This is an optimization exercise on Yosys and OpenROAD, whose aim is small area, a short achievable clock period and few clock cycles per item, not a production implementation.
No run shown here included a check of the RTL's function; only the layout flow was run.
Power is estimated from default activity; no workload was simulated.

$ cat flow/run.sh
#!/bin/bash
# Own flow: the standard layout (standard.sh, ORFS make) with the ports
# buffered by the smallest buffer instead of the default delay buffer. The
# resizer still upsizes any port buffer that timing or slew needs.
set -euo pipefail
bash standard.sh BUFFER_PORTS_ARGS="-buffer_cell sky130_fd_sc_hd__buf_1" finish > make_finish.log 2>&1
$ cat standard.sh
#!/bin/bash
# synth_recipe.tcl (not shown) runs the flow's synth.tcl, then flattens the netlist and writes it again
# the make line also repeats each setting of config.mk as NAME=value (left out here)
make -C /OpenROAD-flow-scripts/flow DESIGN_CONFIG=/design/flow/config.mk WORK_HOME=/design/flow/orfs CLKGATE_MAP_FILE= SYNTH_SCRIPT=/design/flow/synth_recipe.tcl "${@:-finish}"
$ cat config.mk
export PLATFORM = sky130hd
export DESIGN_NAME = risc
export DESIGN_NICKNAME = risc
export VERILOG_FILES = /design/flow/design.v
export SDC_FILE = /design/flow/constraint.sdc
export NUM_CORES = 4
export LEC_CHECK = 0
export ABC_AREA = 1
export CAP_MARGIN = 20
export CORE_MARGIN = 2
export CORE_UTILIZATION = 40
export SETUP_SLACK_MARGIN = 3.8
export SLEW_MARGIN = 20
$ cat design.v
module inc24 (input [23:0] a, output [23:0] s);
wire c_1 = a[1] & a[0];
wire c_2 = a[3] & a[2];
wire c_3 = a[5] & a[4];
wire c_4 = a[7] & a[6];
wire c_5 = a[9] & a[8];
wire c_6 = a[11] & a[10];
wire c_7 = a[13] & a[12];
wire c_8 = a[15] & a[14];
wire c_9 = a[17] & a[16];
wire c_10 = a[19] & a[18];
wire c_11 = a[21] & a[20];
wire c_12 = a[23] & a[22];
wire c_13 = c_2 & c_1;
wire c_14 = c_4 & c_3;
wire c_15 = c_6 & c_5;
wire c_16 = c_8 & c_7;
wire c_17 = c_10 & c_9;
wire c_18 = c_12 & c_11;
wire c_19 = c_14 & c_13;
wire c_20 = c_16 & c_15;
wire c_21 = c_18 & c_17;
wire c_22 = c_20 & c_19;
wire c_23 = c_21 & c_22;
wire c_24 = c_15 & c_19;
wire c_25 = c_17 & c_22;
wire c_26 = c_3 & c_13;
wire c_27 = c_5 & c_19;
wire c_28 = c_7 & c_24;
wire c_29 = c_9 & c_22;
wire c_30 = c_11 & c_25;
wire c_31 = a[2] & c_1;
wire c_32 = a[4] & c_13;
wire c_33 = a[6] & c_26;
wire c_34 = a[8] & c_19;
wire c_35 = a[10] & c_27;
wire c_36 = a[12] & c_24;
wire c_37 = a[14] & c_28;
wire c_38 = a[16] & c_22;
wire c_39 = a[18] & c_29;
wire c_40 = a[20] & c_25;
wire c_41 = a[22] & c_30;
assign s[0] = ~a[0];
assign s[1] = a[1] ^ a[0];
assign s[2] = a[2] ^ c_1;
assign s[3] = a[3] ^ c_31;
assign s[4] = a[4] ^ c_13;
assign s[5] = a[5] ^ c_32;
assign s[6] = a[6] ^ c_26;
assign s[7] = a[7] ^ c_33;
assign s[8] = a[8] ^ c_19;
assign s[9] = a[9] ^ c_34;
assign s[10] = a[10] ^ c_27;
assign s[11] = a[11] ^ c_35;
assign s[12] = a[12] ^ c_24;
assign s[13] = a[13] ^ c_36;
assign s[14] = a[14] ^ c_28;
assign s[15] = a[15] ^ c_37;
assign s[16] = a[16] ^ c_22;
assign s[17] = a[17] ^ c_38;
assign s[18] = a[18] ^ c_29;
assign s[19] = a[19] ^ c_39;
assign s[20] = a[20] ^ c_25;
assign s[21] = a[21] ^ c_40;
assign s[22] = a[22] ^ c_30;
assign s[23] = a[23] ^ c_41;
endmodule
module add32 (input [31:0] a, input [31:0] p, input ci, output [31:0] s);
wire [31:0] g0 = a & ~p;
wire gc0 = g0[0] | (p[0] & ci);
wire g_1 = g0[1] | (p[1] & gc0);
wire g_2 = g0[3] | (p[3] & g0[2]);
wire p_2 = p[3] & p[2];
wire g_3 = g0[5] | (p[5] & g0[4]);
wire p_3 = p[5] & p[4];
wire g_4 = g0[7] | (p[7] & g0[6]);
wire p_4 = p[7] & p[6];
wire g_5 = g0[9] | (p[9] & g0[8]);
wire p_5 = p[9] & p[8];
wire g_6 = g0[11] | (p[11] & g0[10]);
wire p_6 = p[11] & p[10];
wire g_7 = g0[13] | (p[13] & g0[12]);
wire p_7 = p[13] & p[12];
wire g_8 = g0[15] | (p[15] & g0[14]);
wire p_8 = p[15] & p[14];
wire g_9 = g0[17] | (p[17] & g0[16]);
wire p_9 = p[17] & p[16];
wire g_10 = g0[19] | (p[19] & g0[18]);
wire p_10 = p[19] & p[18];
wire g_11 = g0[21] | (p[21] & g0[20]);
wire p_11 = p[21] & p[20];
wire g_12 = g0[23] | (p[23] & g0[22]);
wire p_12 = p[23] & p[22];
wire g_13 = g0[25] | (p[25] & g0[24]);
wire p_13 = p[25] & p[24];
wire g_14 = g0[27] | (p[27] & g0[26]);
wire p_14 = p[27] & p[26];
wire g_15 = g0[29] | (p[29] & g0[28]);
wire p_15 = p[29] & p[28];
wire g_16 = g0[31] | (p[31] & g0[30]);
wire p_16 = p[31] & p[30];
wire g_17 = g_2 | (p_2 & g_1);
wire g_18 = g_4 | (p_4 & g_3);
wire p_18 = p_4 & p_3;
wire g_19 = g_6 | (p_6 & g_5);
wire p_19 = p_6 & p_5;
wire g_20 = g_8 | (p_8 & g_7);
wire p_20 = p_8 & p_7;
wire g_21 = g_10 | (p_10 & g_9);
wire p_21 = p_10 & p_9;
wire g_22 = g_12 | (p_12 & g_11);
wire p_22 = p_12 & p_11;
wire g_23 = g_14 | (p_14 & g_13);
wire p_23 = p_14 & p_13;
wire g_24 = g_16 | (p_16 & g_15);
wire p_24 = p_16 & p_15;
wire g_25 = g_18 | (p_18 & g_17);
wire g_26 = g_20 | (p_20 & g_19);
wire p_26 = p_20 & p_19;
wire g_27 = g_22 | (p_22 & g_21);
wire p_27 = p_22 & p_21;
wire g_28 = g_24 | (p_24 & g_23);
wire p_28 = p_24 & p_23;
wire g_29 = g_26 | (p_26 & g_25);
wire g_30 = g_28 | (p_28 & g_27);
wire p_30 = p_28 & p_27;
wire g_31 = g_30 | (p_30 & g_29);
wire g_32 = g_27 | (p_27 & g_29);
wire g_33 = g_19 | (p_19 & g_25);
wire g_34 = g_21 | (p_21 & g_29);
wire g_35 = g_23 | (p_23 & g_32);
wire g_36 = g_3 | (p_3 & g_17);
wire g_37 = g_5 | (p_5 & g_25);
wire g_38 = g_7 | (p_7 & g_33);
wire g_39 = g_9 | (p_9 & g_29);
wire g_40 = g_11 | (p_11 & g_34);
wire g_41 = g_13 | (p_13 & g_32);
wire g_42 = g_15 | (p_15 & g_35);
wire g_43 = g0[2] | (p[2] & g_1);
wire g_44 = g0[4] | (p[4] & g_17);
wire g_45 = g0[6] | (p[6] & g_36);
wire g_46 = g0[8] | (p[8] & g_25);
wire g_47 = g0[10] | (p[10] & g_37);
wire g_48 = g0[12] | (p[12] & g_33);
wire g_49 = g0[14] | (p[14] & g_38);
wire g_50 = g0[16] | (p[16] & g_29);
wire g_51 = g0[18] | (p[18] & g_39);
wire g_52 = g0[20] | (p[20] & g_34);
wire g_53 = g0[22] | (p[22] & g_40);
wire g_54 = g0[24] | (p[24] & g_32);
wire g_55 = g0[26] | (p[26] & g_41);
wire g_56 = g0[28] | (p[28] & g_35);
wire g_57 = g0[30] | (p[30] & g_42);
assign s[0] = p[0] ^ ci;
assign s[1] = p[1] ^ gc0;
assign s[2] = p[2] ^ g_1;
assign s[3] = p[3] ^ g_43;
assign s[4] = p[4] ^ g_17;
assign s[5] = p[5] ^ g_44;
assign s[6] = p[6] ^ g_36;
assign s[7] = p[7] ^ g_45;
assign s[8] = p[8] ^ g_25;
assign s[9] = p[9] ^ g_46;
assign s[10] = p[10] ^ g_37;
assign s[11] = p[11] ^ g_47;
assign s[12] = p[12] ^ g_33;
assign s[13] = p[13] ^ g_48;
assign s[14] = p[14] ^ g_38;
assign s[15] = p[15] ^ g_49;
assign s[16] = p[16] ^ g_29;
assign s[17] = p[17] ^ g_50;
assign s[18] = p[18] ^ g_39;
assign s[19] = p[19] ^ g_51;
assign s[20] = p[20] ^ g_34;
assign s[21] = p[21] ^ g_52;
assign s[22] = p[22] ^ g_40;
assign s[23] = p[23] ^ g_53;
assign s[24] = p[24] ^ g_32;
assign s[25] = p[25] ^ g_54;
assign s[26] = p[26] ^ g_41;
assign s[27] = p[27] ^ g_55;
assign s[28] = p[28] ^ g_35;
assign s[29] = p[29] ^ g_56;
assign s[30] = p[30] ^ g_42;
assign s[31] = p[31] ^ g_57;
endmodule
`timescale 1ns / 10ps
module risc (
    input         reset,
    input         clk0,
    input  [31:0] mem_datain,
    output [23:0] paddr,
    output [31:0] mem_dataout,
    output        mem_req,
    output        mem_rdwr,
    output        halted
);
reg  [23:0] ar;     
reg  [31:0] acc;
reg  [31:0] ir;     
reg  [1:0]  ir_nz;  
reg         e;      
reg         hlt;    
reg         chk;    
reg         c_jge, c_jne;           
reg         wr;                     
reg         c_mem;                  
reg  [2:0]  c_op;                   
reg         c_shr, c_shl;
reg         c_clr;                  
localparam [2:0] OP_LDA = 3'b000, OP_COM = 3'b001, OP_AND = 3'b010, OP_OR  = 3'b011,
                 OP_XOR = 3'b100, OP_SWP = 3'b101, OP_ADD = 3'b110, OP_SUB = 3'b111;
wire        c_add = c_mem & c_op[2] & c_op[1];      
wire        c_ld  = c_mem & ~(c_op[2] & c_op[1]);   
assign paddr       = ar;
assign mem_dataout = acc;
assign mem_req     = ~hlt;
assign mem_rdwr    = ~wr;
assign halted      = hlt;
wire [31:0] d  = mem_datain;
wire [7:0] o   = d[31:24];
wire       def = (o[7:4] == 4'h0);
wire       d_lda = def & (o[3:0] == 4'h0);
wire       d_sto = def & (o[3:0] == 4'h1);
wire       d_add = def & (o[3:0] == 4'h2);
wire       d_sub = def & (o[3:0] == 4'h3);
wire       d_jmp = def & (o[3:0] == 4'h4);
wire       d_jge = def & (o[3:0] == 4'h5);
wire       d_jne = def & (o[3:0] == 4'h6);
wire       d_stp = def & (o[3:0] == 4'h7);
wire       d_shr = def & (o[3:0] == 4'h8);
wire       d_shl = def & (o[3:0] == 4'h9);
wire       d_and = def & (o[3:0] == 4'ha);
wire       d_or  = def & (o[3:0] == 4'hb);
wire       d_xor = def & (o[3:0] == 4'hc);
wire       d_com = def & (o[3:0] == 4'hd);
wire       d_swp = def & (o[3:0] == 4'he);
wire       d_mem = d_lda | d_sto | d_add | d_sub | d_and | d_or | d_xor | d_com | d_swp;
wire       d_cj  = d_jge | d_jne;
wire [2:0] d_op = {d_xor | d_swp | d_add | d_sub,
                   d_and | d_or  | d_add | d_sub,
                   d_com | d_or  | d_swp | d_sub};
reg [3:0] k;
always @* begin
    case (c_op)
        OP_LDA:  k = 4'b1010;
        OP_COM:  k = 4'b0101;
        OP_AND:  k = 4'b1000;
        OP_OR:   k = 4'b1110;
        OP_XOR:  k = 4'b0110;
        OP_ADD:  k = 4'b0110;
        OP_SUB:  k = 4'b1001;
        default: k = 4'b1010;
    endcase
    if (~e) k = 4'b1010;
end
wire k_swp = e & (c_op == OP_SWP);
wire sign_n = ~c_clr & (c_ld ? ir[31] : c_shr ? 1'b0 : c_shl ? acc[30] : acc[31]);
wire nz_n   = ~c_clr & (c_ld ? (|ir_nz) : ((|acc[30:1]) | (acc[31] & ~c_shl) | (acc[0] & ~c_shr)));
wire cond_n = (d_jge & ~sign_n) | (d_jne & nz_n);
wire squash = chk & ~((c_jge & ~acc[31]) | (c_jne & (|acc)));
wire [31:0] sum;
add32 adder (.a(acc), .p(ir), .ci(c_op[0]), .s(sum));
wire        x_ld  = c_ld & ~e, x_add = c_add & ~e, x_shr = c_shr & ~e, x_shl = c_shl & ~e;
wire [31:0] acc_n =
      ({32{x_ld}}  & ir)
    | ({32{x_add}} & sum)
    | ({32{x_shr}} & {1'b0, acc[31:1]})
    | ({32{x_shl}} & {acc[30:0], 1'b0})
    | ({32{~(x_ld | x_add | x_shr | x_shl | c_clr)}} & acc);
wire [23:0] ar1;
inc24 incr (.a(ar), .s(ar1));
wire [31:0] dl = (acc & d & {32{k[3]}}) | (acc & ~d & {32{k[2]}})
               | (~acc & d & {32{k[1]}}) | (~acc & ~d & {32{k[0]}});
wire [31:0] ir_n = k_swp ? {d[15:0], d[31:16]} :
                   e     ? dl : {d[31:24], ar1};
wire        jump = d_mem | d_jmp | (d_cj & (c_add | cond_n));
wire [23:0] ar_n = (e | squash) ? ir[23:0] : jump ? d[23:0] : ar1;
always @(posedge clk0) begin
    ir    <= ir_n;
    ir_nz <= {|dl[31:16], |dl[15:0]};    
end
always @(posedge clk0) begin
    if (~e) begin
        c_op  <= d_op;
    end
end
always @(posedge clk0)
    acc <= acc_n;
always @(posedge clk0 or posedge reset)
    if (reset)
        c_clr <= 1'b1;
    else if (~e)
        c_clr <= 1'b0;
always @(posedge clk0 or posedge reset) begin
    if (reset) begin
        ar    <= 24'h0;
        e     <= 1'b0;
        wr    <= 1'b0;
        hlt   <= 1'b0;
        chk   <= 1'b0;
        c_jge <= 1'b0; c_jne <= 1'b0;
        c_mem <= 1'b0; c_shr <= 1'b0; c_shl <= 1'b0;
    end else begin
        ar    <= ar_n;
        if (e) begin
            e     <= 1'b0;
            wr    <= 1'b0;
        end else begin
            e     <= ~squash & ~hlt & d_mem;
            wr    <= ~squash & ~hlt & d_sto;
            hlt   <= hlt | (~squash & d_stp);
            chk   <= ~squash & d_cj & c_add;
            c_jge <= ~squash & d_jge;
            c_jne <= ~squash & d_jne;
            c_mem <= ~squash & d_mem & ~d_sto;
            c_shr <= ~squash & d_shr;
            c_shl <= ~squash & d_shl;
        end
    end
end
endmodule
$ cat constraint.sdc
create_clock -name core_clock -period 6.5 [get_ports {clk0}]
set_input_delay 1.3000 -clock core_clock [delete_from_list [all_inputs] [get_ports {clk0}]]
set_output_delay 1.3000 -clock core_clock [all_outputs]
set_load 0.01 [all_outputs]
==> results of run 1 <==
## cells by family after synthesis
family	count (synthesis)	share of synthesized area
AO/OA/AOI/OAI	379	0.316
XOR/XNOR	11	0.0137
adder cells (fa/ha/maj)	12	0.0213
buffers and inverters	171	0.0971
flip-flops	103	0.322
AND/OR/NAND/NOR	359	0.230
## registers in the layout, summed over array words and instances (netlist names)
| signal | flops |
|---|---|
| c_jne | 1 |
| c_jge | 1 |
| c_shr | 1 |
| e | 1 |
| acc | 32 |
| c_mem | 1 |
| c_clr | 1 |
| wr | 1 |
| c_op | 3 |
| hlt | 1 |
| ir_nz | 2 |
| c_shl | 1 |
| chk | 1 |
| ir | 32 |
| ar | 24 |
## what timing repair did
item                       4_1_cts  5_1_grt
setup endpoints to repair       50       39
hold buffers                     0        0
gates resized for setup         40       81
cloned                           7        3
setup buffers                   12       14
pin swaps                       16       28
## where the power goes
group          internal, mW  switching, mW
Clock                 0.378          0.268
Sequential            0.869          0.334
Combinational         0.529          0.961
## worst max-delay path, cell delays in order
cell,delay [ps]
buf_6,120
inv_4,50
nand4_4,180
nor2_4,160
nand3_4,110
nor3_4,230
o21ai_2,100
nand3_4,150
nand2_8,150
nand2_8,160
a21oi_1,80
o21ai_1,90
o21ai_1,70
## worst max path at each step
stage / startpoint / endpoint
floorplan: mem_datain[29] / ar[17]$_DFF_PP0_
global placement: e$_DFF_PP0_ / c_shr$_DFFE_PP0N_
detailed placement: e$_DFF_PP0_ / c_shr$_DFFE_PP0N_
CTS: ar[0]$_DFF_PP0_ / ir[23]$_DFF_P_
global route: mem_datain[30] / ar[23]$_DFF_PP0_
finish: mem_datain[30] / ar[13]$_DFF_PP0_
## layer usage
metal	share of wire	wire length, µm	vias up	track usage
met4	0.045	1320	0	0.129
met3	0.12	3610	124	0.0741
li1	-	-	3828	-
met1	0.39	11600	3866	0.412
met5	0	0	-	0
met2	0.44	13000	599	0.480
## area by class of cell
| class | count | area, µm² | area share |
|---|---|---|---|
| timing repair buffer | 126 | 708 | 0.0815 |
| multi-input combinational | 769 | 4580 | 0.527 |
| sequential | 103 | 2260 | 0.260 |
| clock inverter | 7 | 119 | 0.0137 |
| tap | 225 | 282 | 0.0324 |
| timing repair inverter | 2 | 12.5 | 0.00144 |
| clock buffer | 9 | 225 | 0.0259 |
| inverter | 124 | 498 | 0.0573 |
## cells in the mapped netlist, types with 2 or more instances
master / count / area, µm²
nand2_1: 193 / 724
o21ai_0: 116 / 581
inv_1: 115 / 432
a21oi_1: 106 / 531
dfxtp_1: 66 / 1320
nor2_1: 64 / 240
o22ai_1: 46 / 288
o21ai_1: 34 / 170
dfrtp_1: 33 / 826
nand3_1: 32 / 160
clkbuf_1: 29 / 109
a221oi_1: 18 / 158
nand2_2: 18 / 113
o221ai_1: 17 / 149
a22oi_1: 12 / 90.1
buf_2: 12 / 60.1
ha_1: 12 / 150
nand4_1: 12 / 75.1
xor2_1: 11 / 96.3
nor3_1: 10 / 50.1
o211ai_1: 9 / 67.6
inv_2: 8 / 30.0
nand2_4: 5 / 56.3
nor2_2: 5 / 31.3
nor4_1: 5 / 31.3
a21oi_2: 4 / 35.0
o2111ai_1: 4 / 35.0
edfxtp_1: 3 / 90.1
nor3_2: 3 / 30.0
o21a_1: 3 / 22.5
or2_2: 3 / 18.8
a31oi_1: 2 / 12.5
and3_1: 2 / 12.5
buf_4: 2 / 15.0
buf_6: 2 / 22.5
nand3_2: 2 / 20.0
o311ai_0: 2 / 17.5
or2_1: 2 / 12.5
==> summary.txt, run 1 <==
* Final setup viols at 0
* Pwr Total at roughly 3.3 mW
* Clk slew on worst S/H paths at about 80 ps
* Initial Utilization at 0.408
* Die Height at approximately 140 µm
* Hold worst-path end: c_clr$_DFFE_PP1N_
* Fillcell total at 1727
* Worst r2r dst: ar[20]$_DFF_PP0_
* Maxcap violations at 0
* Drc violations at 0
* Setup Total Neg Slack at 0 ps
* Critical Path End Type: flop
* Layout overhead on the synthesized area at 23.5%
* Post-Syn Area at about 0.0070 mm²
* Leading cell types in the layout, fill and taps excluded: 190 x nand2_1, 110 x inv_1, 107 x o21ai_0
* CTS Buf Count at 9
* Yosys warnings at 1
* Hold Crit Start: c_clr$_DFFE_PP1N_
* Initial antenna violation count at 1
* Largest net degree at the start of global routing at 35
* Seq cells post-synth at between 100 and 150
* Routed len/inst at about 22 µm
* Total track usage at 0.309
* WHS at 495 ps
* Die area at approximately 0.019 mm²
* Min-Delay Path Class: reg -> reg
* Routed via count at between 8k and 9k
* Max-slew violations at 0
* Area after DPL at 0.00754 mm²
* Post-place setup slack at about 2800 ps
* Detailed Place HPWL at just under 20000 µm
* Clock Latency Late Sink at about 360 ps
* Layout Nets at roughly 1.2k
* Finished Cell Area at roughly 0.0087 mm²
* Outcome: complete, no violations
* Crit-path max FO at 6
* Seq/Total Area, Yosys at 0.322
* Post-DRT Antenna Nets at 0
* Row cnt at 48
* Initial DRC Count at approximately 1.3k
* Syn Nets at roughly 1.1k
* WS Path Type: in -> reg
* FF-to-FF path depth at 11
* Vias in the first global route at roughly 7.6k
* Pwr dens at 384 mW/mm²
* VDD IR-drop max at approximately 0.00018 V
* Final core occ at 0.504
* Number of diodes at 0
* F_max at between 300 and 400 MHz
* Global-route wire length before repair at around 44000 µm
* Synth unique cells at 51
* Critical Path AT at 2960 ps
* Worst rel slew slack at 0.312
* Final Hold Vio Count at 0
* EDFF count, synth at 3
* Deepest clock path buffer count at 2
* Clock skew at just under 8 ps
* Mean Syn Cell Area at approximately 6.8 µm²
* Core Region at between 0.015 and 0.02 mm²
* Final wirelength at 29500 µm
* Most common cell after layout, fill and taps aside: nand2_1
* Number of buffers added on ports at 92
* Clock sinks at around 100
* RSZ-0062 raised after global routing: true
* GRT overflow at 0
* Hold path depth at 2
* Die width at between 100 and 150 µm
* FF-to-FF setup slack at about 3800 ps
* Worst Setup Start Kind: primary input
* Vias per cell at between 6 and 7
* Leak Pwr at around 3.6 nW
* H-Tree Depth at 3
* Dpl cells at 1313
* Routability cong. at roughly 0.96
* Fin crit share at 0.417
* Async set-reset flop share out of synthesis at 0.330
* Post-Synthesis Cells at a little over 1k
* Layout cells sized above 1 at 0.154
* Slew @ Worst Pin at about 1000 ps
* # IOs at slightly above 90
* Synth Flop Type: dfxtp_1
* Root Buffer: clkbuf_16
* Final min period at 2710 ps
* CTS tree: done
* Final Worst Setup Slack at ~3800 ps
* Reg2reg start: acc[5]$_DFF_P_
* Detailed Routing Iterations Pass 1 at 6
* Filler-free cell count of the finished design at ~1.4k
* CP required at slightly below 7000 ps
==> run 2, diff against run 1 <==
--- a/config.mk
+++ b/config.mk
@@ -9,5 +9,5 @@
 export CAP_MARGIN = 20
 export CORE_MARGIN = 2
 export CORE_UTILIZATION = 40
-export SETUP_SLACK_MARGIN = 3.8
+export SETUP_SLACK_MARGIN = 3.6
 export SLEW_MARGIN = 20
==> run 2 against run 1 <==
Net effect:
- still clean on timing, DRC and antenna
- wire length is 3.0% lower
- cell count fell by 1.5%
- area after synthesis did not move
- first-iteration DRC count is 24% lower
- clock power fell by 14%
- setup slack got worse by 230 ps
- maximum frequency is 7.8% lower
==> summary.txt, run 2 <==
* Gate power share at 0.452
* Crit-path max FO at 6
* Detailed Place HPWL at roughly 20000 µm
* Synth unique cells at a little over 50
* Synth Flop Type: dfxtp_1
* Row cnt at 48
* Slowest stage delay, CP at 220 ps
* Leak Pwr at approximately 3.5 nW
* Area after DPL at roughly 0.0075 mm²
* Post-Synth Adder-Cell Area at 0.0213
* Initial Utilization at 0.408
* Most common cell in the netlist: nand2_1
* Die Height at around 140 µm
* Most used cell, CP: nand3_2
* Commonest cells post-synth: 193 x nand2_1, 116 x o21ai_0, 115 x inv_1
* Worst rel slew slack at 0.366
* Compound-Gate Fraction of Synth Area at 0.316
* Reg power frac at 0.374
* Global-route wire length before repair at roughly 42000 µm
* Post-Syn Area at approximately 0.007 mm²
* Mux contribution to synthesized area at 0
* Final Worst Setup Slack at about 3600 ps
* Vias per cell at 6.13
* Layout cells sized above 1 at 0.111
* Slowest CP cell: nor3_4
* Critical Path End Type: flop
* Deepest clock path buffer count at 2
* Post-Synthesis Cells at 1035
* Post-place setup slack at 2850 ps
* Layout Nets at roughly 1.2k
* Internal power at around 1.7 mW
* Post-DRT Antenna Nets at 0
* Final Hold Vio Count at 0
* XOR/XNOR Fraction of Synth Area at 0.0137
* Final min period at between 2000 and 3000 ps
* Seq/Total Area, Yosys at 0.322
* Syn Nets at ~1.1k
* Dpl cells at between 1k and 1.5k
* Total track usage at 0.301
* Final setup viols at 0
* F_max at 340 MHz
* Synth Area in Simple Gates at 0.230
* Detailed Routing Iterations Pass 1 at 8
* Die width at approximately 140 µm
* Buffer and inverter count on the worst path at 3
* Async set-reset flop share out of synthesis at 0.330
* Area leader, netlist: dfxtp_1
* Largest family of logic cells by synthesized area: compound AO/OA/AOI/OAI gates
* Routed len/inst at between 20 and 25 µm
* Vias in the first global route at about 7.4k
* Mean Syn Cell Area at just under 7 µm²
* Outcome: complete, no violations
* CTS Buf Count at 9
* CTS tree: done
* WS Path Type: in -> reg
* Area contributors post-synth: dfxtp_1 19%, dfrtp_1 12%, nand2_1 10%
* Final core occ at 0.472
* RSZ-0062 raised after global routing: true
* EDFF count, synth at 3
* Filler-free cell count of the finished design at about 1.3k
* Critical Path AT at between 3000 and 4000 ps
* Slew @ Worst Pin at roughly 950 ps
* WHS at around 480 ps
* Root Buffer: clkbuf_16
* Routed via count at 8238
* Setup Total Neg Slack at 0 ps
* Leading cell types in the layout, fill and taps excluded: 192 x nand2_1, 115 x o21ai_0, 111 x inv_1
* Initial DRC Count at approximately 1000
* Die area at around 0.019 mm²
* Layout overhead on the synthesized area at 15.6%
* CP required at ~6700 ps
* Max-slew violations at 0
* Pwr Total at 3.19 mW
* Initial antenna violation count at 0
* Clock skew at between 10 and 15 ps
* Number of buffers added on ports at 92
* NetSw at between 1.5 and 2 mW
* Top flop regs: acc: 32 flops, ir: 32 flops, ar: 24 flops
* Clock Latency Late Sink at between 300 and 400 ps
* Routability cong. at about 0.95
* Number of diodes at 0
* Worst Setup Start Kind: primary input
* Clk slew on worst S/H paths at around 70 ps
* Core Region at roughly 0.017 mm²
* Pwr dens at between 300 and 400 mW/mm²
* H-Tree Depth at 3
* Most common cell after layout, fill and taps aside: nand2_1
* Fin crit share at 0.452
* GRT overflow at 0
* Seq cells post-synth at 103
* Clock sinks at just over 100
* # IOs at 93
* Final wirelength at ~29000 µm
* Synth top area share at 0.188
* Yosys warnings at 1
* Largest net degree at the start of global routing at 35
* Clock network fraction of design power at 0.174
* Drc violations at 0
* Min-Delay Path Class: reg -> reg
* Finished Cell Area at between 0.008 and 0.009 mm²
* Worst-path cell chain: buf_1 > inv_2 > nand4_4 > nor2_4 > nand3_2 > nor3_4 > o21ai_1 > nand3_2 > nand2_4 > buf_4 > a21oi_1 > o22ai_1
* Maxcap violations at 0
* Sw Ratio at 0.477
* Cell family with most CP delay: simple AND/OR/NAND/NOR gates
* VDD IR-drop max at about 0.00019 V
run 2: cell counts after synthesis:
No cell type changed its count.
run 2: final timing paths:
kind / start / endpoint / slack (ps) / cells past startpoint
min reg2reg: c_jne$_DFFE_PP0N_ / c_jne$_DFFE_PP0N_ / 480 / 2
max: mem_datain[31] / ar[20]$_DFF_PP0_ / 3560 / 12
max reg2reg: ar[0]$_DFF_PP0_ / ir[21]$_DFF_P_ / 3700 / 16
min: c_jne$_DFFE_PP0N_ / c_jne$_DFFE_PP0N_ / 480 / 2
min in group asynchronous: reset / ar[1]$_DFF_PP0_ / 1030 / 3
max in group asynchronous: reset / e$_DFF_PP0_ / 5080 / 3
run 2: metal layers:
metal  share of wire  routed length, µm  track usage  vias to the layer above
met5               0                  0            0                        -
met1            0.41              11700        0.409                     3827
met2            0.45              12800        0.469                      540
met4           0.038               1080        0.141                        0
li1                -                  -            -                     3782
met3            0.10               2950       0.0459                       89
run 2: area by class of cell:
cell class,count,area [µm²]
fillers,1783,9100
clock buffers,14,274
inverters,124,472
repair buffers,110,512
multi-input cells,765,4310
repair inverters,1,7.51
flip-flops and latches,103,2260
well taps,225,282
clock inverters,2,13.8
run 2: power groups by stage:
stage,Clock (mW),Combinational [mW],Sequential [mW]
3_3_place_gp,0,1.38,1.19
2_1_floorplan,0,0.905,1.16
5_1_grt,0.587,1.61,1.22
4_1_cts,0.553,1.40,1.17
6_report,0.555,1.44,1.19
3_5_place_dp,0,1.38,1.19
run 2: logic make-up after synthesis:
group | after synthesis
compound gates | 379
simple gates | 359
fa+ha+maj | 12
buf+inv | 171
flops | 103
xor+xnor | 11
run 2: repair_timing:
item / in CTS / in global routing
hold buffers: 0 / 0
buffers inserted: 3 / 8
setup endpoints to repair: 56 / 32
gates cloned: 3 / 2
pin swaps: 1 / 12
gates resized for setup: 10 / 32
run 2: worst register-to-register path, cell delays in order (launching register included):
cell and delay, ps:
dfrtp_1 390, ha_2 210, nand3_2 110, nor3_4 210, and3_4 260, nand3_2 100, inv_2 80, nand3_2 90
nor2_4 140, nand3_2 80, inv_2 90, nand3_4 90, nor2_4 130, ha_2 200, xor2_2 250, o21ai_0 130
o22ai_1 180
==> run 3, diff against run 2 <==
--- a/design.v
+++ b/design.v
@@ -274,8 +274,11 @@
                | (~acc & d & {32{k[1]}}) | (~acc & ~d & {32{k[0]}});
 wire [31:0] ir_n = k_swp ? {d[15:0], d[31:16]} :
                    e     ? dl : {d[31:24], ar1};
-wire        jump = d_mem | d_jmp | (d_cj & (c_add | cond_n));
-wire [23:0] ar_n = (e | squash) ? ir[23:0] : jump ? d[23:0] : ar1;
+wire        jge_ok = c_add | ~sign_n, jne_ok = c_add | nz_n;
+wire        jump = def & ((o[3:0] <= 4'h4) | ((o[3:0] >= 4'ha) & (o[3:0] != 4'hf))
+                          | ((o[3:0] == 4'h5) & jge_ok) | ((o[3:0] == 4'h6) & jne_ok));
+wire        back = e | squash;
+wire [23:0] ar_n = (jump & ~back) ? d[23:0] : back ? ir[23:0] : ar1;
 always @(posedge clk0) begin
     ir    <= ir_n;
     ir_nz <= {|dl[31:16], |dl[15:0]};    
--- a/config.mk
+++ b/config.mk
@@ -9,5 +9,5 @@
 export CAP_MARGIN = 20
 export CORE_MARGIN = 2
 export CORE_UTILIZATION = 40
-export SETUP_SLACK_MARGIN = 3.6
+export SETUP_SLACK_MARGIN = 3.8
 export SLEW_MARGIN = 20
==> run 3 against run 2 <==
Net effect:
- register-to-register slack improved by 130 ps
- setup slack improved by 270 ps
- clock skew increased by 5.9 ps
- area after synthesis increased by 2.2%
- core utilization increased by 0.66 points
- global-route usage decreased by 0.15 points
- die area increased by 2.2%
- synthesized cell count increased by 4.2%
- still clean
- clock power increased by 5.0%
- sequential power about the same
- clock-buffer cell count decreased by 4
==> summary.txt, run 3 <==
* Post-Syn Area at between 0.007 and 0.008 mm²
* Clock Latency Late Sink at 370 ps
* Row cnt at just under 50
* CTS tree: done
* Detailed Routing Iterations Pass 1 at 7
* Final wirelength at slightly below 30000 µm
* Commonest cells post-synth: 230 x nand2_1, 130 x o21ai_0, 117 x inv_1
* Post-Synthesis Cells at ~1.1k
* Slew @ Worst Pin at between 1000 and 1500 ps
* XOR/XNOR Fraction of Synth Area at 0.0134
* RSZ-0062 raised after global routing: true
* Internal power at approximately 1.7 mW
* Top flop regs: acc: 32 flops, ir: 32 flops, ar: 24 flops
* Area leader, netlist: dfxtp_1
* CTS Buf Count at 9
* Final Hold Vio Count at 0
* F_max at ~380 MHz
* Most common cell after layout, fill and taps aside: nand2_1
* WHS at about 470 ps
* Number of buffers added on ports at 92
* Min-Delay Path Class: reg -> reg
* Area contributors post-synth: dfxtp_1 18%, nand2_1 12%, dfrtp_1 11%
* Core Region at ~0.018 mm²
* Final Worst Setup Slack at between 3000 and 4000 ps
* Seq/Total Area, Yosys at 0.315
* Crit-path max FO at 2
* Synth top area share at 0.184
* Pwr dens at 375 mW/mm²
* Gate power share at 0.440
* Total track usage at 0.300
* Layout cells sized above 1 at 0.150
* Fin crit share at 0.410
* Compound-Gate Fraction of Synth Area at 0.297
* Synth Flop Type: dfxtp_1
* Layout Nets at 1217
* Buffer and inverter count on the worst path at 8
* # IOs at a little over 90
* H-Tree Depth at 3
* NetSw at roughly 1.5 mW
* Layout overhead on the synthesized area at 18.3%
* Leak Pwr at 3.52 nW
* DR top layer: met4
* Die Height at around 140 µm
* Clock skew at around 18 ps
* Post-DRT Antenna Nets at 0
* Slowest stage delay, CP at 400 ps
* Most common cell in the netlist: nand2_1
* Vias per cell at 5.94
* Met1 wire length at ~13000 µm
* Slowest CP cell: dfrtp_1
* Initial antenna violation count at 0
* Drc violations at 0
* Synth Area in Simple Gates at 0.254
* Finished Cell Area at around 0.0085 mm²
* Mean Syn Cell Area at about 6.7 µm²
* Clock sinks at 103
* Mux contribution to synthesized area at 0
* Worst Setup Start Kind: flop
* Die width at roughly 140 µm
* Final min period at 2670 ps
* Die area at 0.0191 mm²
* Outcome: complete, no violations
* Leading cell types in the layout, fill and taps excluded: 228 x nand2_1, 121 x o21ai_0, 110 x inv_1
* Cell family with most CP delay: buffers and inverters
* Deepest clock path buffer count at 2
* Largest family of logic cells by synthesized area: compound AO/OA/AOI/OAI gates
* Yosys warnings at 1
* Critical Path End Type: flop
* Routability cong. at about 0.99
* Async set-reset flop share out of synthesis at 0.330
* Dpl cells at 1356
* Area after DPL at between 0.007 and 0.008 mm²
* Detailed Place HPWL at approximately 20000 µm
* Root Buffer: clkbuf_16
* EDFF count, synth at 3
* Sw Ratio at 0.474
* CP required at 6770 ps
* Worst rel slew slack at 0.329
* Clock network fraction of design power at 0.183
* Final core occ at 0.478
* Vias in the first global route at ~7.5k
* DR WL met2 at about 13000 µm
* Reg power frac at 0.377
* Pwr Total at 3.19 mW
* Routed len/inst at 21.2 µm
* Critical Path AT at 2930 ps
* Routed via count at roughly 8.4k
* Worst-path cell chain: ha_4 > nand3_4 > nor3_4 > and3_4 > nand3_2 > inv_2 > buf_4 > buf_4 > buf_4 > buf_4 > buf_4 > buf_4 > buf_4 > ha_4 > xor2_4 > o21ai_0 > o22ai_1
* Maxcap violations at 0
* Syn Nets at 1124
* Largest net degree at the start of global routing at 54
* GRT overflow at 0
* Global-route wire length before repair at approximately 44000 µm
* Seq cells post-synth at roughly 100
* Initial DRC Count at 958
* Clk slew on worst S/H paths at 80 ps
* Synth unique cells at a little under 50
* Most used cell, CP: buf_4
* Number of diodes at 0
* Setup Total Neg Slack at 0 ps
* Filler-free cell count of the finished design at around 1.4k
* Max-slew violations at 0
* Met3 routed wirelength at roughly 3300 µm
* VDD IR-drop max at between 0.00015 and 0.0002 V
* Post-place setup slack at 3130 ps
* Post-Synth Adder-Cell Area at 0.0209
* Final setup viols at 0
* Initial Utilization at 0.405
* WS Path Type: reg -> reg
run 3: cell types whose count changed after synthesis, sizes merged, moves of 6 or more:
cell	before	now
nand2	216	249
a22oi	12	0
buf	17	25
nor2	70	85
a31oi	3	9
o211ai	10	17
a221oi	18	9
run 3: path summary, 6_finish.rpt:
path,slack [ps],startpoint,cells past startpoint,end
setup / recovery,3830,ar[0]$_DFF_PP0_,17,ir[11]$_DFF_P_
hold / removal,470,hlt$_DFFE_PP0N_,1,e$_DFF_PP0_
setup reg to reg,3830,ar[0]$_DFF_PP0_,17,ir[11]$_DFF_P_
hold reg to reg,470,hlt$_DFFE_PP0N_,1,e$_DFF_PP0_
max in group asynchronous,5130,reset,3,e$_DFF_PP0_
min in group asynchronous,1010,reset,3,hlt$_DFFE_PP0N_
run 3: per-layer routing:
| layer | vias up | GRT usage |
|---|---|---|
| met2 | 528 | 0.444 |
| met3 | 68 | 0.0457 |
| met4 | 0 | 0.108 |
| li1 | 3903 | - |
| met1 | 3852 | 0.442 |
| met5 | - | 0 |
run 3: cells by family (layout without fill, tap and decap cells):
group / Yosys count / in the layout
buf+inv: 173 / 269
xor+xnor: 11 / 11
flops: 103 / 103
simple gates: 417 / 419
fa+ha+maj: 12 / 12
compound gates: 362 / 362
run 3: area by class of cell:
cell class | count | area (µm²)
clock inverters | 6 | 70.1
multi-input cells | 804 | 4520
clock buffers | 10 | 239
well taps | 229 | 287
fillers | 1889 | 9270
inverters | 122 | 473
repair buffers | 127 | 626
flip-flops and latches | 103 | 2260
repair inverters | 4 | 30.0
run 3: what timing repair did:
item | 4_1_cts | 5_1_grt
setup endpoints to repair | 84 | 75
cloned | 5 | 1
pin swaps | 12 | 15
hold buffers | 0 | 0
resized for setup | 34 | 45
setup buffers | 15 | 12
run 3: power groups by stage:
stage / clock network [mW] / registers (mW) / logic [mW]
6_report: 0.583 / 1.20 / 1.41
5_1_grt: 0.612 / 1.24 / 1.55
4_1_cts: 0.582 / 1.18 / 1.36
3_5_place_dp: 0 / 1.18 / 1.31
3_3_place_gp: 0 / 1.19 / 1.31
2_1_floorplan: 0 / 1.15 / 0.846
==> run 4, diff against run 3 <==
--- a/config.mk
+++ b/config.mk
@@ -9,5 +9,5 @@
 export CAP_MARGIN = 20
 export CORE_MARGIN = 2
 export CORE_UTILIZATION = 40
-export SETUP_SLACK_MARGIN = 3.8
+export SETUP_SLACK_MARGIN = 4.0
 export SLEW_MARGIN = 20
==> run 4 against run 3 <==
Net effect:
- still clean
- cell area rose by 2.3%
- critical path depth did not move
- first-iteration DRC count rose by 16%
- area after synthesis did not move
- clock skew fell by 9.6 ps
- via count rose by 2.1%
- non-clock buffer count rose by 5
- critical endpoint is now ar[23]$_DFF_PP0_
- largest power group unchanged
==> summary.txt, run 4 <==
* Outcome: complete, no violations
* Core Region at around 0.018 mm²
* Mean Syn Cell Area at roughly 6.7 µm²
* Clock sinks at 103
* Top flop regs: acc: 32 flops, ir: 32 flops, ar: 24 flops
* Slowest CP cell: dfrtp_1
* Layout cells sized above 1 at 0.163
* Slowest stage delay, CP at around 400 ps
* Layout overhead on the synthesized area at 21.0%
* Most common cell after layout, fill and taps aside: nand2_1
* F_max at around 390 MHz
* WS Path Type: reg -> reg
* Worst rel slew slack at 0.637
* Post-DRT Antenna Nets at 0
* Post-Synthesis Cells at between 1k and 1.5k
* Critical Path End Type: flop
* Final Hold Vio Count at 0
* WHS at about 480 ps
* Synth Flop Type: dfxtp_1
* Initial antenna violation count at 0
* RSZ-0062 raised after global routing: true
* Vias in the first global route at between 7k and 8k
* CTS Buf Count at 9
* Final Worst Setup Slack at 3920 ps
* Clock Latency Late Sink at 370 ps
* Root Buffer: clkbuf_16
* CP required at just under 7000 ps
* Total track usage at 0.311
* Clock skew at between 8 and 9 ps
* Deepest clock path buffer count at 2
* CTS tree: done
* Filler-free cell count of the finished design at roughly 1.4k
* Routed len/inst at 21.8 µm
* Cell family with most CP delay: simple AND/OR/NAND/NOR gates
* Initial DRC Count at between 1k and 1.5k
* Area leader, netlist: dfxtp_1
* Critical Path AT at 2880 ps
* Buffer and inverter count on the worst path at 2
* Maxcap violations at 0
* Layout Nets at around 1.2k
* Slew @ Worst Pin at approximately 540 ps
* Largest net degree at the start of global routing at 46
* EDFF count, synth at 3
* Syn Nets at ~1.1k
* Commonest cells post-synth: 230 x nand2_1, 130 x o21ai_0, 117 x inv_1
* Leak Pwr at 3.63 nW
* Fillcell total at 1836
* Pwr dens at approximately 380 mW/mm²
* Worst-path cell chain: ha_4 > nand3_4 > nor3_4 > and3_4 > nand3_2 > inv_2 > nand3_4 > nor2_4 > nand3_2 > inv_2 > nand3_4 > nor2_4 > and3_4 > ha_4 > xor2_2 > o21ai_1 > a21oi_2
* Detailed Routing Iterations Pass 1 at 8
* # IOs at 93
* Yosys warnings at 1
* Most common cell in the netlist: nand2_1
* Detailed Place HPWL at 20600 µm
* Seq cells post-synth at 103
* Die width at approximately 140 µm
* Final wirelength at roughly 31000 µm
* Worst Setup Start Kind: flop
* Max-slew violations at 0
* Post-Syn Area at slightly above 0.007 mm²
* Vias per cell at approximately 6
* Drc violations at 0
* Global-route wire length before repair at between 40000 and 50000 µm
* Setup Total Neg Slack at 0 ps
* VDD IR-drop max at approximately 0.00015 V
* Die area at 0.0191 mm²
* GRT overflow at 0
* Synth unique cells at 49
* Initial Utilization at 0.405
* Dpl cells at 1357
* Routed via count at around 8.5k
* Final min period at around 2600 ps
* Min-Delay Path Class: reg -> reg
* Fin crit share at 0.396
* Die Height at around 140 µm
* Clk slew on worst S/H paths at about 80 ps
* H-Tree Depth at 3
* Most used cell, CP: nand3_4
* Synth top area share at 0.184
* Area contributors post-synth: dfxtp_1 18%, nand2_1 12%, dfrtp_1 11%
* Leading cell types in the layout, fill and taps excluded: 228 x nand2_1, 115 x o21ai_0, 99 x inv_1
* Hold Buf Count CTS at 0
* Async set-reset flop share out of synthesis at 0.330
* Seq/Total Area, Yosys at 0.315
* Crit-path max FO at 2
* Row cnt at 49
* Number of buffers added on ports at 92
* Final setup viols at 0
* Post-place setup slack at approximately 3300 ps
* Routability cong. at about 1
-- run 4: changes by cell type in the layout (fill, tap and decap cells not counted), sizes merged --
cell,change
inv,-2
buf,+4
bufinv,+1
clkinv,+1
clkinvlp,+1
nand2,+4
diode,+1
-- run 4: power breakdown --
| part | internal (mW) | switching [mW] | total [mW] |
|---|---|---|---|
| registers | 0.865 | 0.353 | 1.22 |
| logic | 0.520 | 0.927 | 1.45 |
| clock network | 0.339 | 0.271 | 0.610 |
| total | 1.72 | 1.55 | 3.27 |
-- run 4: per-layer routing --
metal / track usage / wire (µm) / up-vias
met1: 0.450 / 13100 / 3961
li1: - / - / 3923
met5: 0 / 0 / -
met3: 0.0450 / 3230 / 98
met4: 0.139 / 1560 / 0
met2: 0.460 / 13000 / 546
-- run 4: cell type report --
type | instances | area, µm² | share of cell area
multi-input combinational | 808 | 4620 | 0.531
sequential | 103 | 2270 | 0.261
timing repair buffer | 132 | 681 | 0.0782
inverter | 122 | 488 | 0.0561
tap | 229 | 287 | 0.0329
clock buffer | 9 | 225 | 0.0259
clock inverter | 7 | 97.6 | 0.0112
timing repair inverter | 4 | 30.0 | 0.00345
antenna | 1 | 2.50 | 0.000288
-- run 4: logic make-up after synthesis --
family                   after synthesis  synth area share
flip-flops                           103             0.315
buffers and inverters                173            0.0997
AND/OR/NAND/NOR                      417             0.254
AO/OA/AOI/OAI                        362             0.297
adder cells (fa/ha/maj)               12            0.0209
XOR/XNOR                              11            0.0134
-- run 4: worst paths after layout --
path | endpoint | from | slack, ps | cells past startpoint
worst min-delay path | e$_DFF_PP0_ | hlt$_DFFE_PP0N_ | 480 | 1
min in group asynchronous | c_mem$_DFFE_PP0N_ | reset | 1010 | 3
worst min register to register | e$_DFF_PP0_ | hlt$_DFFE_PP0N_ | 480 | 1
worst max-delay path | ar[23]$_DFF_PP0_ | ar[0]$_DFF_PP0_ | 3920 | 17
worst max register to register | ar[23]$_DFF_PP0_ | ar[0]$_DFF_PP0_ | 3920 | 17
max in group asynchronous | ar[7]$_DFF_PP0_ | reset | 5130 | 3
-- run 4: worst register-to-register path, delay by kind of cell (launching register included) --
kind | cells | cell delay (ps)
and+or+nand+nor | 10 | 1250
DFF | 1 | 400
adders and majority gates | 2 | 300
AOI/OAI and AO/OA | 2 | 230
buffers and inverters | 2 | 160
xor gates and xnor gates | 1 | 150
-- run 4: timing repair --
action | CTS | global route
resized for setup | 53 | 54
pin swaps | 15 | 15
gates cloned | 6 | 4
setup buffers | 18 | 13
setup endpoints to repair | 88 | 82
-- run 4: through the flow --
step           cell area, µm²   util  power, mW
4_1_cts                  8370  0.471       3.16
6_report                 8700  0.489       3.27
5_1_grt                  8700  0.489       3.49
2_1_floorplan            7220      -       1.99
3_3_place_gp             7670  0.431       2.49
3_5_place_dp             7670  0.431       2.50
==> run 5, diff against run 4 <==
--- a/config.mk
+++ b/config.mk
@@ -9,5 +9,5 @@
 export CAP_MARGIN = 20
 export CORE_MARGIN = 2
 export CORE_UTILIZATION = 40
-export SETUP_SLACK_MARGIN = 4.0
+export SETUP_SLACK_MARGIN = 4.2
 export SLEW_MARGIN = 20
==> run 5 against run 4 <==
Net effect:
- cell area is 8.6% higher
- clock power is 4.6% lower
- clock skew is 7.5 ps higher
- critical path depth is 1 lower
- wire length is 3.5% higher
- via count is 2.4% higher
==> summary.txt, run 5 <==
* H-Tree Depth at 3
* Detailed Place HPWL at ~20000 µm
* Number of diodes at 0
* CTS tree: done
* M3 GR Usage at 0.0592
* Post-Syn Area at slightly above 0.007 mm²
* Leak Pwr at roughly 3.9 nW
* FF-to-FF setup slack at between 3000 and 4000 ps
* CP required at 6730 ps
* Slowest CP cell: dfrtp_1
* Layout cells sized above 1 at 0.249
* Layout overhead on the synthesized area at 31.4%
* Hold path depth at 1
* Die area at about 0.019 mm²
* Layout Nets at about 1.3k
* WP depth at 16
* Clock sinks at around 100
* Initial Utilization at 0.405
* Buffer and inverter count on the worst path at 2
* Vias in the first global route at between 7k and 8k
* Worst rel slew slack at 0.562
* Most common cell in the netlist: nand2_1
* Routability cong. at ~0.95
* Mean Syn Cell Area at ~6.7 µm²
* Number of buffers added on ports at 92
* Outcome: complete, no violations
* Crit-path max FO at 2
* Finished Cell Area at 0.00945 mm²
* Clock Latency Late Sink at 370 ps
* Core Region at approximately 0.018 mm²
* Synth top area share at 0.184
* Pwr dens at 355 mW/mm²
* VDD IR-drop max at 0.000232 V
* Final Hold Vio Count at 0
* Largest net degree at the start of global routing at 46
* Worst r2r dst: ir[22]$_DFF_P_
* Global route hottest layer: met2
* Final setup viols at 0
* EDFF count, synth at 3
* Clock skew at 16.2 ps
* Seq cells post-synth at between 100 and 150
* Leading cell types in the layout, fill and taps excluded: 225 x nand2_1, 108 x o21ai_0, 92 x inv_1
* Worst-path cell chain: ha_4 > nand3_4 > nor3_4 > and3_4 > nand3_2 > inv_2 > nand3_4 > nor2_4 > nand3_2 > inv_2 > nand3_4 > nor2_4 > and3_4 > ha_4 > o21ai_1 > o21ai_1
* Setup Total Neg Slack at 0 ps
* CP Launch Point: ar[0]$_DFF_PP0_
* Hold Buf Count CTS at 0
* Commonest cells post-synth: 230 x nand2_1, 130 x o21ai_0, 117 x inv_1
* Crit path capture: ir[22]$_DFF_P_
* Synth Flop Type: dfxtp_1
* FF-to-FF path depth at 16
* Yosys warnings at 1
* Vias per cell at approximately 6
* GRT overflow at 0
* Clk slew on worst S/H paths at 80 ps
* Slowest stage delay, CP at about 410 ps
* Fin crit share at 0.411
* Met1 usage at 0.442
* # IOs at 93
* Row cnt at 49
* Reg2reg start: ar[0]$_DFF_PP0_
* Final min period at 2670 ps
* Initial DRC Count at between 1k and 1.5k
* Die Height at roughly 140 µm
* Routed via count at 8736
* Met2 Use GR at 0.456
* Post-DRT Antenna Nets at 0
* Most used cell, CP: nand3_4
* Critical Path AT at between 2000 and 3000 ps
* Syn Nets at around 1.1k
* Cell family with most CP delay: simple AND/OR/NAND/NOR gates
* Min-Delay Path Class: reg -> reg
* Total track usage at 0.311
* Pwr Total at about 3.4 mW
* Drc violations at 0
* Max-slew violations at 0
* Routed len/inst at between 20 and 25 µm
* RSZ-0062 raised after global routing: true
* F_max at ~370 MHz
* WS Path Type: reg -> reg
* Post-Synthesis Cells at about 1.1k
* Global-route wire length before repair at approximately 46000 µm
* Deepest clock path buffer count at 2
* Seq/Total Area, Yosys at 0.315
* Maxcap violations at 0
* Area after DPL at just under 0.008 mm²
* Die width at 138 µm
* Initial antenna violation count at 0
* CTS Buf Count at 9
* Critical Path End Type: flop
* Root Buffer: clkbuf_16
* Area leader, netlist: dfxtp_1
* Final wirelength at about 32000 µm
* WHS at a little under 500 ps
* Synth unique cells at 49
* Async set-reset flop share out of synthesis at 0.330
* Worst Setup Start Kind: flop
* Most common cell after layout, fill and taps aside: nand2_1
* Detailed Routing Iterations Pass 1 at 7
* Top flop regs: acc: 32 flops, ir: 32 flops, ar: 24 flops
* Area contributors post-synth: dfxtp_1 18%, nand2_1 12%, dfrtp_1 11%
* Slew @ Worst Pin at ~650 ps
## run 5: changes by cell type in the layout (fill, tap and decap cells not counted), moves of 11 or more
cell	change
buf_1	-12
nor2_4	+11
buf_4	+11
dfxtp_1	-24
dfxtp_2	+23
## run 5: per-stage QoR
stage	util	setup WS (ps)	instances
3_5_place_dp	0.432	3240	1357
3_3_place_gp	0.432	3310	1357
4_1_cts	0.489	3810	1414
6_report	0.532	3830	1443
2_1_floorplan	-	4070	1078
5_1_grt	0.532	3760	1443
## run 5: timing repair
item / CTS / global route
setup endpoints to repair: 104 / 116
cloned: 9 / 6
pin swaps: 19 / 27
resized for setup: 101 / 144
buffers inserted: 32 / 23
## run 5: power breakdown
group / switching [mW] / leakage [nW] / internal [mW]
logic: 0.951 / 2.73 / 0.577
clock network: 0.274 / 0.144 / 0.308
registers: 0.357 / 0.994 / 0.885
total: 1.58 / 3.87 / 1.77
## run 5: layout make-up
cell class / instances / area, µm²
clock buffer: 10 / 239
clock inverter: 6 / 60.1
fill: 1738 / 8330
inverter: 122 / 500
multi-input combinational: 812 / 4950
sequential: 103 / 2310
tap: 229 / 287
timing repair buffer: 157 / 1070
timing repair inverter: 4 / 30.0
## run 5: kinds of logic after synthesis
family | synth area share
buffers and inverters | 0.0997
XOR/XNOR | 0.0134
AND/OR/NAND/NOR | 0.254
flip-flops | 0.315
AO/OA/AOI/OAI | 0.297
adder cells (fa/ha/maj) | 0.0209
## run 5: worst min path at each step
stage,start,end,slack (ps)
finish,hlt$_DFFE_PP0N_,e$_DFF_PP0_,490
detailed placement,hlt$_DFFE_PP0N_,e$_DFF_PP0_,460
CTS,hlt$_DFFE_PP0N_,e$_DFF_PP0_,470
global route,c_clr$_DFFE_PP1N_,c_clr$_DFFE_PP1N_,500
floorplan,c_clr$_DFFE_PP1N_,c_clr$_DFFE_PP1N_,440
global placement,hlt$_DFFE_PP0N_,e$_DFF_PP0_,460
## run 5: layer usage
layer  up-vias  part of all wire
met5         -                 0
met4         0             0.057
met3       135              0.11
met2       610              0.42
met1      4004              0.41
li1       3987                 -
==> run 6, diff against run 5 <==
--- a/config.mk
+++ b/config.mk
@@ -9,5 +9,5 @@
 export CAP_MARGIN = 20
 export CORE_MARGIN = 2
 export CORE_UTILIZATION = 40
-export SETUP_SLACK_MARGIN = 4.2
+export SETUP_SLACK_MARGIN = 3.9
 export SLEW_MARGIN = 20
==> run 6 against run 5 <==
Net effect:
- still clean
- die area is the same
- global-route usage shrank 1.2 points
- sequential power is essentially flat
- first-iteration DRC count shrank 4.1%
- core utilization shrank 4.3 points
- clock skew shrank 6.9 ps
==> summary.txt, run 6 <==
* Outcome: complete, no violations
* Internal power at about 1.7 mW
* Drc violations at 0
* VDD IR-drop max at 0.000200 V
* Buffer and inverter count on the worst path at 2
* Reg power frac at 0.378
* CTS Buf Count at 9
* Hold worst-path end: e$_DFF_PP0_
* Leak Pwr at between 3 and 4 nW
* Critical Path End Type: flop
* Post-Syn Area at a little over 0.007 mm²
* Clock sinks at between 100 and 150
* NetSw at between 1.5 and 2 mW
* Top flop regs: acc: 32 flops, ir: 32 flops, ar: 24 flops
* Worst r2r dst: ir[23]$_DFF_P_
* Sw Ratio at 0.480
* Layout cells sized above 1 at 0.153
* Leading cell types in the layout, fill and taps excluded: 226 x nand2_1, 120 x o21ai_0, 104 x inv_1
* Routed len/inst at 21.7 µm
* Initial Utilization at 0.405
* Die width at between 100 and 150 µm
* Filler-free cell count of the finished design at 1415
* Most used cell, CP: nand3_4
* Hold path depth at 1
* FF-to-FF path depth at 17
* Min-Delay Path Class: reg -> reg
* Worst-path cell chain: ha_4 > nand3_4 > nor3_4 > and3_4 > nand3_2 > inv_2 > nand3_4 > nor2_4 > nand3_2 > inv_2 > nand3_4 > nor2_4 > and3_4 > ha_4 > xor2_4 > o21ai_2 > o22ai_2
* Seq cells post-synth at 103
* Row cnt at 49
* Setup Total Neg Slack at 0 ps
* Clock network fraction of design power at 0.182
* Global route hottest layer: met2
* Met2 Use GR at 0.447
* Area after DPL at between 0.007 and 0.008 mm²
* Maxcap violations at 0
* Number of diodes at 0
* Detailed Routing Iterations Pass 1 at 6
* Syn Nets at 1124
* CP required at between 6000 and 7000 ps
* Most common cell in the netlist: nand2_1
* Cell family with most CP delay: simple AND/OR/NAND/NOR gates
* Number of buffers added on ports at 92
* Clk slew on worst S/H paths at about 80 ps
* Total track usage at 0.298
* Most common cell after layout, fill and taps aside: nand2_1
* Pwr Total at between 3 and 4 mW
* Slowest CP cell: dfrtp_1
* Final min period at between 2000 and 3000 ps
* Area leader, netlist: dfxtp_1
* Final Worst Setup Slack at 3870 ps
* Post-Synthesis Cells at 1078
* Clock Latency Late Sink at ~370 ps
* Layout overhead on the synthesized area at 20.7%
* Crit-path max FO at 2
* Initial antenna violation count at 0
* Seq/Total Area, Yosys at 0.315
* Reg2reg start: ar[0]$_DFF_PP0_
* Final setup viols at 0
* Post-place setup slack at slightly above 3000 ps
* Root Buffer: clkbuf_16
* Synth Flop Type: dfxtp_1
* Final wirelength at between 30000 and 40000 µm
* Commonest cells post-synth: 230 x nand2_1, 130 x o21ai_0, 117 x inv_1
* GRT overflow at 0
* Synth top area share at 0.184
* Worst Setup Start Kind: flop
* Die Height at 138 µm
* Yosys warnings at 1
* Met1 usage at 0.434
* Mean Syn Cell Area at approximately 6.7 µm²
* Clock skew at around 9.3 ps
* Critical Path AT at 2910 ps
* Global-route wire length before repair at 44200 µm
* Layout Nets at about 1.2k
* Synth unique cells at 49
* Finished Cell Area at approximately 0.0087 mm²
* # IOs at 93
* Vias per cell at 5.94
* EDFF count, synth at 3
* Die area at roughly 0.019 mm²
* Initial DRC Count at between 1k and 1.5k
* RSZ-0062 raised after global routing: true
* Core Region at ~0.018 mm²
* Largest net degree at the start of global routing at 54
* Slew @ Worst Pin at 670 ps
* Routed via count at ~8.4k
* Slowest stage delay, CP at 400 ps
* Routability cong. at between 0.9 and 1
* FF-to-FF setup slack at slightly below 4000 ps
* Dpl cells at approximately 1.4k
* WHS at about 470 ps
* Area contributors post-synth: dfxtp_1 18%, nand2_1 12%, dfrtp_1 11%
* Detailed Place HPWL at about 20000 µm
* Vias in the first global route at 7350
* Pwr dens at roughly 370 mW/mm²
* Final Hold Vio Count at 0
* WS Path Type: reg -> reg
* CTS tree: done
* Gate power share at 0.440
* H-Tree Depth at 3
* Async set-reset flop share out of synthesis at 0.330
* F_max at ~380 MHz
* Final core occ at 0.488
* Max-slew violations at 0
* Fillcell total at 1906
* Hold Crit Start: hlt$_DFFE_PP0N_
* Deepest clock path buffer count at 2
* Post-DRT Antenna Nets at 0
* M3 GR Usage at 0.0509
* Worst rel slew slack at 0.552
* Fin crit share at 0.404
## run 6: power groups by stage
| stage | clock (mW) | combinational, mW | sequential, mW |
|---|---|---|---|
| detailed placement | 0 | 1.31 | 1.18 |
| global placement | 0 | 1.30 | 1.19 |
| global route | 0.610 | 1.55 | 1.24 |
| CTS | 0.584 | 1.36 | 1.19 |
| floorplan | 0 | 0.846 | 1.15 |
| finish | 0.586 | 1.41 | 1.22 |
## run 6: cell type report
class / count / area, µm² / area share
Multi-Input combinational cell: 808 / 4640 / 0.534
Clock inverter: 7 / 80.1 / 0.00923
Clock buffer: 9 / 225 / 0.0260
Inverter: 122 / 478 / 0.0551
Timing Repair Buffer: 132 / 673 / 0.0776
Timing Repair inverter: 5 / 35.0 / 0.00404
Sequential cell: 103 / 2260 / 0.261
Tap cell: 229 / 287 / 0.0330
## run 6: routing by layer
| layer | routed length [µm] | vias up |
|---|---|---|
| li1 | - | 3925 |
| met1 | 12900 | 3926 |
| met2 | 13500 | 502 |
| met3 | 3310 | 59 |
| met4 | 953 | 0 |
| met5 | 0 | - |
## run 6: kinds of logic (layout without fill, tap and decap cells)
group           after synthesis  count (layout)  share of synthesized area
compound gates              362             363                      0.297
xor+xnor                     11              11                     0.0134
fa+ha+maj                    12              12                     0.0209
buf+inv                     173             275                     0.0997
flops                       103             103                      0.315
simple gates                417             422                      0.254
## run 6: worst max-delay path by stage
stage                                  end  cells past startpoint  slack [ps]            start
after detailed placement   acc[31]$_DFF_P_                      9        3070      e$_DFF_PP0_
after global placement     acc[31]$_DFF_P_                      9        3110      e$_DFF_PP0_
after CTS                   ir[23]$_DFF_P_                     17        3810  ar[1]$_DFF_PP0_
after floorplan           ar[10]$_DFF_PP0_                     11        3960   mem_datain[27]
final                       ir[23]$_DFF_P_                     17        3870  ar[0]$_DFF_PP0_
after global routing        ir[23]$_DFF_P_                     17        3770  ar[0]$_DFF_PP0_
## run 6: worst reg2reg max path, stage by stage, from the launching register on
cell,delay (ps)
dfrtp_1,400
ha_4,160
nand3_4,110
nor3_4,180
and3_4,220
nand3_2,60
inv_2,80
nand3_4,80
nor2_4,110
nand3_2,80
inv_2,100
nand3_4,80
nor2_4,100
and3_4,190
ha_4,150
xor2_4,170
o21ai_2,90
o22ai_2,180
## run 6: what timing repair did
item	CTS	global route
hold buffers	0	0
cloned	5	6
pin swaps	13	17
endpoints found under the setup margin	87	55
resized for setup	49	45
setup buffers	12	21

[what the ideal ports hide]
The results above use ideal ports. As a check the final layouts listed here were re-extracted and re-timed, cells and wires unchanged. Step 1 (the two cells are an assumption about what drives the block):
set clk [get_ports {clk0}]
set_driving_cell -lib_cell sky130_fd_sc_hd__clkbuf_16 $clk
set_driving_cell -lib_cell sky130_fd_sc_hd__buf_2 [delete_from_list [all_inputs] $clk]
Step 2 adds t to the input delays and takes it off the output delays; t is the mean of the earliest and latest rising clock arrival at the registers after step 1. Input paths then give back, and output paths get back, about the clock's delay inside the block. a / b / c = no drivers / after step 1 / after step 2; a / b = the first two.
run | t, ns | setup WS [ns] | worst hold slack (ns)
run 1 | 0.403 | 3.789 / 3.798 / 3.396 | 0.495 / 0.495 / 0.495
run 2 | 0.405 | 3.561 / 3.584 / 3.179 | 0.482 / 0.482 / 0.482
run 3 | 0.401 | 3.834 / 3.834 / 3.546 | 0.471 / 0.471 / 0.471
run 4 | 0.405 | 3.923 / 3.923 / 3.576 | 0.479 / 0.479 / 0.479
run 5 | 0.404 | 3.831 / 3.831 / 3.679 | 0.489 / 0.489 / 0.489
run 6 | 0.409 | 3.873 / 3.873 / 3.626 | 0.473 / 0.473 / 0.473
After both steps setup and hold are still met in every run listed. The setup slack of run 1, which loses most, moves by +0.009 ns with the drivers and by -0.393 ns with both steps.
